This design comes from an exercise in tuning for small area, a short achievable clock period and few clock cycles per item on the open sky130 flow, not from production work.
Function was checked by simulation only, so behaviour that the tests miss may differ from the original.

job 9731:
// phase_ctrl
module phase_ctrl(
                  input             clk,
                  input             resetn,
                  input             i2c_wr,
                  input  [15:0]     i2c_wdata,
                  input  [3:0]      i2c_addr,
                  input             fifo_empty,
                  input  [17:0]     fifo_rdata,
                  output            fifo_rden,
                  output     [17:0] fifo_wdata,
                  output            fifo_wren,
                  input             fifo_almost_full
                 );
Size in the first run: about 270 flip-flops, about 63 I/O pins, roughly 0.021 mm^2 of cells after synthesis.
export LEC_CHECK = 0
export ABC_AREA = 1
export CAP_MARGIN = 20
export CORE_MARGIN = 2
export CORE_UTILIZATION = 40
export SETUP_SLACK_MARGIN = 4.3
export SLEW_MARGIN = 20
create_clock -name core_clock -period 8.0 [get_ports {clk}]
run.sh (not shown) runs the stock make flow with config.mk's settings and CLKGATE_MAP_FILE= SYNTH_SCRIPT=/design/flow/synth_recipe.tcl, a recipe that flattens the netlist after the stock synthesis.
Testbench counts of job 9731, summed over its fixed seeds: cycles 2,336, frames 384.
For job 106, these inputs were changed with respect to job 9731:
# job 9731
export LEC_CHECK = 0
export ABC_AREA = 1
export CAP_MARGIN = 20
export CORE_MARGIN = 2
export CORE_UTILIZATION = 40
export SETUP_SLACK_MARGIN = 4.3
export SLEW_MARGIN = 20
create_clock -name core_clock -period 8.0 [get_ports {clk}]
# job 106
export LEC_CHECK = 0
export ABC_CLOCK_PERIOD_IN_PS = 3600
export CAP_MARGIN = 20
export CORE_MARGIN = 2
export CORE_UTILIZATION = 60
export CTS_BUF_LIST = sky130_fd_sc_hd__clkbuf_4
export SETUP_SLACK_MARGIN = 4.3
export SLEW_MARGIN = 20
create_clock -name core_clock -period 8.0 [get_ports {clk}]
[summary]
Summary of job 106 over job 9731: horizontal extent of the die shrank by 44 um, post-synthesis instance area shrank by about 2.6%. Between job 9731 and job 106, the area of the multi-input gates figures differ only marginally. When the final numbers for job 9731 and job 106 were put side by side, the total via count after detailed routing turned out to be smaller in job 106. Of the two values seen for origin of the worst setup path, sr[4] was produced by job 106 and fifo_rdata[2] by job 9731. Lower number of well taps goes to job 106 over job 9731. Critical path depth in cells sits higher in job 106 than in job 9731.
For job 5401, these inputs were changed with respect to job 106:
# job 106
export LEC_CHECK = 0
export ABC_CLOCK_PERIOD_IN_PS = 3600
export CAP_MARGIN = 20
export CORE_MARGIN = 2
export CORE_UTILIZATION = 60
export CTS_BUF_LIST = sky130_fd_sc_hd__clkbuf_4
export SETUP_SLACK_MARGIN = 4.3
export SLEW_MARGIN = 20
create_clock -name core_clock -period 8.0 [get_ports {clk}]
# job 5401
export LEC_CHECK = 0
export ABC_AREA = 1
export CAP_MARGIN = 20
export CORE_MARGIN = 2
export CORE_UTILIZATION = 40
export SETUP_SLACK_MARGIN = 4.45
export SLEW_MARGIN = 20
create_clock -name core_clock -period 8.0 [get_ports {clk}]
## What came out
- The critical-path cell with the highest stage delay comes out sky130_fd_sc_hd__buf_2 in one run and sky130_fd_sc_hd__dfrtp_1 in the other, namely in job 5401 and job 106 respectively.
- Between job 106 and job 5401, clock tree buffer count of the final layout decreased.
- Job 5401 finished all stages; the layout is clean.
- Summary of job 5401 over job 106: clock-pin transition on the worst setup and hold timing paths roughly the same, area growth from synthesis to layout higher, routed via count divided by cell count lower.
--- input diff job 5401..job 3906 ---
# job 5401
export LEC_CHECK = 0
export ABC_AREA = 1
export CAP_MARGIN = 20
export CORE_MARGIN = 2
export CORE_UTILIZATION = 40
export SETUP_SLACK_MARGIN = 4.45
export SLEW_MARGIN = 20
create_clock -name core_clock -period 8.0 [get_ports {clk}]
# job 3906
export LEC_CHECK = 0
export ABC_AREA = 1
export CAP_MARGIN = 20
export CORE_MARGIN = 2
export CORE_UTILIZATION = 60
export CTS_BUF_LIST = sky130_fd_sc_hd__clkbuf_4
export SETUP_SLACK_MARGIN = 4.3
export SLEW_MARGIN = 20
create_clock -name core_clock -period 8.0 [get_ports {clk}]
Results
Job 3906: PASS, flow complete, no timing, DRC or antenna violations
Summary of job 3906 over job 5401: count of buffers added by post-CTS timing repair for setup fell 30; global-route usage rose 11 points; sequential share of layout area rose 2.5 points; non-clock buffer count fell 46%.
In terms of multi-input logic cell count, job 3906 and job 5401 differ only marginally.

port drivers added, routing unchanged:
No port has a modelled driver above. Below, the same layouts with a new extraction and two added sets of constraints.
Step 1 assumes that a clkbuf_16 drives the clock port and a buf_2 every other input.
Step 2 adds t to the input delays and takes it off the output delays; t is the mean of the earliest and latest rising clock arrival at the registers after step 1. Input paths then give back, and output paths get back, about the clock's delay inside the block.
Slacks: ideal ports / drivers / drivers and shift; pairs: ideal ports / drivers.
| run | t (ns) | setup WS [ns] | worst setup path at the end | worst data-port slew with drivers (ns) |
|---|---|---|---|---|
| job 9731 | 0.659 | 4.322 / 4.290 / 4.017 | input to register | 0.04 |
| job 106 | 0.812 | 4.232 / 4.180 / 4.171 | input to register | 0.04 |
| job 5401 | 0.655 | 4.365 / 4.308 / 4.068 | input to register | 0.06 |
| job 3906 | 0.816 | 4.291 / 4.261 / 4.076 | input to register | 0.06 |
After both steps every run listed still meets setup and hold. For job 9731, which loses most, drivers alone change the setup slack by -0.032 ns; drivers and shift together by -0.305 ns.
